This design comes from an exercise in tuning for small area, a short achievable clock period and few clock cycles per item on the open sky130 flow, not from production work.
In this exercise RTL edits were held to simulation tests only and were not proved equivalent to the original.
Power and IR drop assume default switching activity.

Setup of try-xenon:
==> flow/design.v (excerpt) <==
module decision_tree_pipelined #(
    parameter MAX_NODES  = 64,
    parameter MAX_DEPTH  = 6,
    parameter ADDR_WIDTH = $clog2(MAX_NODES)
)(
    input  logic         clk,
    input  logic         rst,
    input  logic  [7:0]  market_input,
    input  logic         start,
    output logic  [1:0]  action,
    output logic         action_valid,
    input  logic                  sw_we,
    input  logic [ADDR_WIDTH-1:0] sw_addr,
    input  logic                  sw_data_is_leaf,
    input  logic [7:0]            sw_data_threshold,
    input  logic                  sw_data_less_than,
    input  logic [ADDR_WIDTH-1:0] sw_data_left_idx,
    input  logic [ADDR_WIDTH-1:0] sw_data_right_idx,
    input  logic [1:0]            sw_data_action
);
Size: about 4700 cells after synthesis, roughly 1700 flip-flops, roughly 0.068 sq mm of cells after synthesis.
Settings: LEC_CHECK=0, CAP_MARGIN=20, CORE_MARGIN=2, CORE_UTILIZATION=30, CTS_CLUSTER_DIAMETER=300, CTS_CLUSTER_SIZE=25, PLACE_DENSITY=0.75, SETUP_SLACK_MARGIN=3.5, SLEW_MARGIN=20; clock period 6.0 ns.
run.sh (not shown) runs the stock make flow with config.mk's settings and CLKGATE_MAP_FILE= SYNTH_SCRIPT=/design/flow/synth_recipe.tcl, a recipe that flattens the netlist after the stock synthesis.
Testbench counts of try-xenon, summed over its fixed seeds: cycles 21,520, items 20,480.
Modified inputs, try-umber compared to try-xenon
- CORE_UTILIZATION: 30 -> 25
- PLACE_DENSITY: 0.75 -> unset
- CTS_CLUSTER_SIZE: 25 -> 20
- SETUP_SLACK_MARGIN: 3.5 -> 3.7
==> comparison <==
Critical path's slowest cell = sky130_fd_sc_hd__dfxtp_4: try-umber; critical path's slowest cell = sky130_fd_sc_hd__a22oi_1: try-xenon
In try-umber, the slew at the pin closest to its max-slew limit came out 210 ps below the value in try-xenon.
The more densely filled core belongs to try-xenon, not try-umber.
Side by side, part of the power in registers turned out lower in try-umber than in try-xenon.
Between try-xenon and try-umber, the difference in minimum hold slack is negligible.
Summary — fraction of cell area in non-clock buffers, try-umber relative to try-xenon: higher, by 1.6 points.
A worst setup path startpoint of a4[5]$_SDFF_PN0_ is what try-umber shows, while a3[1]$_SDFF_PP0_ belongs to try-xenon.
Inputs modified between try-umber and try-pepper:
- changing SETUP_SLACK_MARGIN from 3.7 to 3.75
- changing CORE_UTILIZATION from 25 to 30
Findings:
Worst setup path startpoint = r3_x[6]$_DFF_P_: try-pepper; worst setup path startpoint = a4[5]$_SDFF_PN0_: try-umber. On try-pepper: share of total power in sequential cells is 0.8 points lower than what try-umber gave. Changes observed in try-pepper relative to try-umber: count of clock-buffer cells in the layout went up 2; average via count per standard cell rose by about 8%; final clock period utilization by the worst path now sits higher; number of remaining DRC errors barely changed; cell area after synthesis about even.
The following lists how try-ember was set up differently from try-pepper:
- SETUP_SLACK_MARGIN: 3.75 -> 3.6
==> comparison <==
On clock buffer and inverter area fraction after layout, try-pepper and try-ember are neck and neck.
Looking only at final worst-path setup slack, and setting everything else aside, the lower value of try-pepper and try-ember goes to try-ember.
Compared with try-pepper, try-ember shows a via count of the first global-routing pass that is 227 lower.
Relative to try-pepper, clock tree buffer count of the final layout increased by 1.3% in try-ember.
Routing usage on met2 in try-ember vs try-pepper: down 1.3 points
In the reports for try-pepper and try-ember, the smaller cell count along the critical path belongs to try-ember.


The RTL this note starts from:
==> flow/design.v <==
`timescale 1ns / 1ps
module decision_tree_pipelined #(
    parameter MAX_NODES  = 64,
    parameter MAX_DEPTH  = 6,
    parameter ADDR_WIDTH = $clog2(MAX_NODES)
)(
    input  logic         clk,
    input  logic         rst,
    input  logic  [7:0]  market_input,
    input  logic         start,
    output logic  [1:0]  action,
    output logic         action_valid,
    input  logic                  sw_we,
    input  logic [ADDR_WIDTH-1:0] sw_addr,
    input  logic                  sw_data_is_leaf,
    input  logic [7:0]            sw_data_threshold,
    input  logic                  sw_data_less_than,
    input  logic [ADDR_WIDTH-1:0] sw_data_left_idx,
    input  logic [ADDR_WIDTH-1:0] sw_data_right_idx,
    input  logic [1:0]            sw_data_action
);
localparam AW = ADDR_WIDTH;               
localparam W  = 8 + 2*AW;                 
localparam TH = W - 1;                    
localparam FA = 2*AW - 1;                 
localparam FB = AW - 1;                   
function automatic logic lt8(input logic [7:0] x, input logic [7:0] t);
    logic [7:0] l, e;
    logic       r, p;
    l = ~x & t;
    e = ~(x ^ t);
    r = 1'b0;
    for (int i = 0; i < 8; i++) begin
        p = l[i];
        for (int j = i + 1; j < 8; j++)
            p = p & e[j];
        r = r | p;
    end
    lt8 = r;
endfunction
logic [W-1:0] mem [0:MAX_NODES-1];
logic          w_never;
logic [7:0]    w_t;
logic [AW-1:0] w_a, w_b;
logic [W-1:0]  w_d;
always_comb begin
    w_never = sw_data_less_than ? (sw_data_threshold == 8'h00)
                                : (sw_data_threshold == 8'hff);
    if (sw_data_is_leaf) begin
        w_t = 8'h00;
        w_a = sw_data_left_idx;
        w_b = {sw_data_right_idx[AW-1:2], sw_data_action};
    end else if (w_never) begin
        w_t = 8'hff;
        w_a = sw_data_right_idx;
        w_b = sw_data_right_idx;
    end else if (sw_data_less_than) begin
        w_t = sw_data_threshold;
        w_a = sw_data_left_idx;
        w_b = sw_data_right_idx;
    end else begin
        w_t = sw_data_threshold + 8'd1;
        w_a = sw_data_right_idx;
        w_b = sw_data_left_idx;
    end
    w_d = {w_t, w_a, w_b};
end
logic          wr_v;
logic [AW-1:0] wr_addr;
logic [7:0]    wr_hi, wr_lo;
logic [W-1:0]  wr_d;
always_ff @(posedge clk) begin
    wr_v    <= sw_we;
    wr_addr <= sw_addr;
    wr_hi   <= sw_we ? (8'd1 << sw_addr[5:3]) : 8'd0;
    wr_lo   <= 8'd1 << sw_addr[2:0];
    wr_d    <= w_d;
end
genvar i;
generate
    for (i = 0; i < MAX_NODES; i++) begin : word
        always_ff @(posedge clk) begin
            if (wr_hi[i/8] && wr_lo[i%8])
                mem[i] <= wr_d;
        end
    end
endgenerate
logic [15:0] a3, a4, a5;                  
logic [W-1:0] rd3, rd4;
logic [2:0]   rd5;                        
logic [W-1:0] g3, g4;
logic [2:0]   g5;
always_comb begin
    rd3 = '0; rd4 = '0; rd5 = '0;
    for (int h = 0; h < 8; h++) begin
        g3 = '0; g4 = '0; g5 = '0;
        for (int l = 0; l < 8; l++) begin
            g3 = g3 | (mem[8*h+l] & {W{a3[l]}});
            g4 = g4 | (mem[8*h+l] & {W{a4[l]}});
            g5 = g5 | ({mem[8*h+l][TH -: 8] == 8'd0, mem[8*h+l][1:0]} & {3{a5[l]}});
        end
        rd3 = rd3 | (g3 & {W{a3[8+h]}});
        rd4 = rd4 | (g4 & {W{a4[8+h]}});
        rd5 = rd5 | (g5 & {3{a5[8+h]}});
    end
end
logic q1, q2, q3, q4;
always_ff @(posedge clk) begin
    q1 <= wr_v;
    q2 <= q1 & !wr_v;
    q3 <= q2 & !wr_v;
    q4 <= q3 & !wr_v;
end
logic [W-1:0] c1a, c1b;                   
logic [W-1:0] c2aa, c2ab, c2ba, c2bb;     
always_ff @(posedge clk) begin
    if (q1) begin c1a  <= rd3; c1b  <= rd4; end
    if (q3) begin c2aa <= rd3; c2ab <= rd4; end
    if (q4) begin c2ba <= rd3; c2bb <= rd4; end
end
logic       v_in;
logic [7:0] x_in;
always_ff @(posedge clk or posedge rst) begin
    if (rst) v_in <= 1'b0;
    else     v_in <= start;
end
always_ff @(posedge clk) x_in <= market_input;
logic       v_w;
logic [7:0] x_w;
always_ff @(posedge clk or posedge rst) begin
    if (rst) v_w <= 1'b0;
    else     v_w <= v_in;
end
always_ff @(posedge clk) x_w <= x_in;
logic       e1_c0, e1_c1, e1_r;
logic [1:0] e1_act;
logic [W-1:0] n0, d1;
always_comb begin
    n0 = mem[0];
    e1_c0 = lt8(x_w, n0[TH -: 8]);
    d1 = e1_c0 ? c1a : c1b;
    e1_c1 = e1_c0 ? lt8(x_w, c1a[TH -: 8]) : lt8(x_w, c1b[TH -: 8]);
    if ((n0[TH -: 8] == 8'd0)) begin
        e1_r = 1'b1; e1_act = n0[1:0];
    end else begin
        e1_r = (d1[TH -: 8] == 8'd0); e1_act = d1[1:0];
    end
end
logic       s1_v [0:2];
logic       s1_r [0:2];
logic [1:0] s1_act [0:2];
logic [7:0] s1_x [0:2];
logic [1:0] s1_k [0:2];
always_ff @(posedge clk or posedge rst) begin
    if (rst) begin
        s1_v[0] <= 1'b0; s1_v[1] <= 1'b0; s1_v[2] <= 1'b0;
    end else begin
        s1_v[0] <= v_w; s1_v[1] <= s1_v[0]; s1_v[2] <= s1_v[1];
    end
end
always_ff @(posedge clk) begin
    s1_r[0] <= e1_r; s1_act[0] <= e1_act; s1_x[0] <= x_w; s1_k[0] <= {e1_c0, e1_c1};
    for (int k = 1; k < 3; k++) begin
        s1_r[k] <= s1_r[k-1]; s1_act[k] <= s1_act[k-1];
        s1_x[k] <= s1_x[k-1]; s1_k[k] <= s1_k[k-1];
    end
end
logic [3:0]    e2_cmp;         
always_comb begin
    e2_cmp[3] = lt8(s1_x[2], c2aa[TH -: 8]);
    e2_cmp[2] = lt8(s1_x[2], c2ab[TH -: 8]);
    e2_cmp[1] = lt8(s1_x[2], c2ba[TH -: 8]);
    e2_cmp[0] = lt8(s1_x[2], c2bb[TH -: 8]);
end
logic       t2_v, t2_r;
logic [3:0] t2_cmp;
logic [1:0] t2_act, t2_k;
logic [7:0] t2_x;
always_ff @(posedge clk or posedge rst) begin
    if (rst) t2_v <= 1'b0;
    else     t2_v <= s1_v[2];
end
always_ff @(posedge clk) begin
    t2_r <= s1_r[2]; t2_act <= s1_act[2]; t2_x <= s1_x[2]; t2_k <= s1_k[2];
    t2_cmp <= e2_cmp;
end
logic          e2_r;
logic [1:0]    e2_act;
logic [AW-1:0] e2_n;
logic [W-1:0]  d2;             
always_comb begin
    case (t2_k)
        2'b11:   d2 = c2aa;
        2'b10:   d2 = c2ab;
        2'b01:   d2 = c2ba;
        default: d2 = c2bb;
    endcase
    e2_n   = t2_cmp[t2_k] ? d2[FA -: AW] : d2[FB -: AW];
    e2_r   = t2_r | (d2[TH -: 8] == 8'd0);
    e2_act = t2_r ? t2_act : d2[1:0];
end
logic       s3_v, s3_r;
logic [1:0] s3_act;
logic [7:0] s3_x;
logic       r3_v, r3_r;
logic [1:0] r3_act;
logic [7:0] r3_x;
logic [W-1:0] r3_d;
logic       s4_v, s4_r;
logic [1:0] s4_act;
logic [7:0] s4_x;
logic       r4_v, r4_r;
logic [1:0] r4_act;
logic [7:0] r4_x;
logic [W-1:0] r4_d;
logic       s5_v, s5_r;
logic [1:0] s5_act;
always_ff @(posedge clk or posedge rst) begin
    if (rst) begin
        s3_v <= 1'b0; r3_v <= 1'b0; s4_v <= 1'b0; r4_v <= 1'b0; s5_v <= 1'b0;
    end else begin
        s3_v <= t2_v; r3_v <= s3_v; s4_v <= r3_v; r4_v <= s4_v; s5_v <= r4_v;
    end
end
always_ff @(posedge clk) begin
    s3_r <= e2_r; s3_act <= e2_act; s3_x <= t2_x;
    r3_r <= s3_r; r3_act <= s3_act; r3_x <= s3_x; r3_d <= rd3;
    s4_r <= r3_r | (r3_d[TH -: 8] == 8'd0);
    s4_act <= r3_r ? r3_act : r3_d[1:0];
    s4_x <= r3_x;
    r4_r <= s4_r; r4_act <= s4_act; r4_x <= s4_x; r4_d <= rd4;
    s5_r <= r4_r | (r4_d[TH -: 8] == 8'd0);
    s5_act <= r4_r ? r4_act : r4_d[1:0];
end
logic [AW-1:0] n3_nx, n4_nx, n5_nx;
always_comb begin
    if (wr_v) begin
        n3_nx = (wr_addr == '0) ? wr_d[FA -: AW] : mem[0][FA -: AW];
        n4_nx = (wr_addr == '0) ? wr_d[FB -: AW] : mem[0][FB -: AW];
    end else if (q2) begin
        n3_nx = c1a[FA -: AW];
        n4_nx = c1a[FB -: AW];
    end else if (q3) begin
        n3_nx = c1b[FA -: AW];
        n4_nx = c1b[FB -: AW];
    end else begin
        n3_nx = e2_n;
        n4_nx = lt8(r3_x, r3_d[TH -: 8]) ? r3_d[FA -: AW] : r3_d[FB -: AW];
    end
    n5_nx = lt8(r4_x, r4_d[TH -: 8]) ? r4_d[FA -: AW] : r4_d[FB -: AW];
end
always_ff @(posedge clk) begin
    a3 <= {8'd1 << n3_nx[5:3], 8'd1 << n3_nx[2:0]};
    a4 <= {8'd1 << n4_nx[5:3], 8'd1 << n4_nx[2:0]};
    a5 <= {8'd1 << n5_nx[5:3], 8'd1 << n5_nx[2:0]};
end
always_ff @(posedge clk or posedge rst) begin
    if (rst) begin
        action       <= '0;
        action_valid <= 1'b0;
    end else begin
        action_valid <= s5_v & (s5_r | rd5[2]);
        action       <= s5_r ? s5_act : rd5[1:0];
    end
end
endmodule
Settings: LEC_CHECK=0, CAP_MARGIN=20, CORE_MARGIN=2, CORE_UTILIZATION=30, CTS_CLUSTER_DIAMETER=300, CTS_CLUSTER_SIZE=20, SETUP_SLACK_MARGIN=3.6, SLEW_MARGIN=20; clock period 6.0 ns.
Testbench counts at the start, summed over its fixed seeds: cycles 21,360, items 20,480.
==> next run, changes <==
--- a/flow/config.mk
+++ b/flow/config.mk
@@ -12,3 +12,3 @@
 export CTS_CLUSTER_SIZE = 20
-export SETUP_SLACK_MARGIN = 3.6
+export SETUP_SLACK_MARGIN = 3.75
 export SLEW_MARGIN = 20
Result: The new run ran to the end with no violations; worst setup slack loses 0.072 ns; die area is unchanged; global-route usage goes up by 0.77 points; final area goes up by 4.4%; clock power barely changes; non-clock buffer count goes up by 131; synthesized area does not change; worst hold slack stays flat; first-iteration DRC count goes up by 10%; core utilization goes up by 1.5 points.

==> separate check: timing with driven ports <==
How much do the figures lean on ideal ports? The routed layouts below were timed once more, with nothing changed but the port constraints. Step 1, drivers: a clkbuf_16 drives clk and a buf_2 each remaining input, both assumed. Step 2 moves the port delays by t, midway between the first and last clock arrival at a register: inputs arrive t later, outputs are due t later. That takes back most of the time a late clock gives input paths. a / b / c = ideal ports / drivers / drivers and shift; a / b = the first two.
run | t, ns | setup WS [ns] | latest minus earliest clock arrival (ns) | worst register clock-pin slew, ns
try-xenon | 0.847 | 3.284 / 3.284 / 2.921 | 0.053 / 0.054 | 0.11 / 0.11
try-umber | 0.858 | 3.526 / 3.443 / 2.954 | 0.094 / 0.094 | 0.10 / 0.10
try-pepper | 0.866 | 3.492 / 3.436 / 3.005 | 0.058 / 0.058 | 0.10 / 0.10
try-ember | 0.855 | 3.304 / 3.304 / 2.891 | 0.073 / 0.073 | 0.10 / 0.10
the first run of note 2 | 0.868 | 3.454 / 3.447 / 2.859 | 0.060 / 0.060 | 0.10 / 0.10
the second run of note 2 | 0.863 | 3.382 / 3.382 / 3.011 | 0.054 / 0.054 | 0.10 / 0.10
After both steps setup and hold are still met in every run listed. The setup slack of the first run of note 2, which loses most, moves by -0.007 ns with the drivers and by -0.595 ns with both steps.
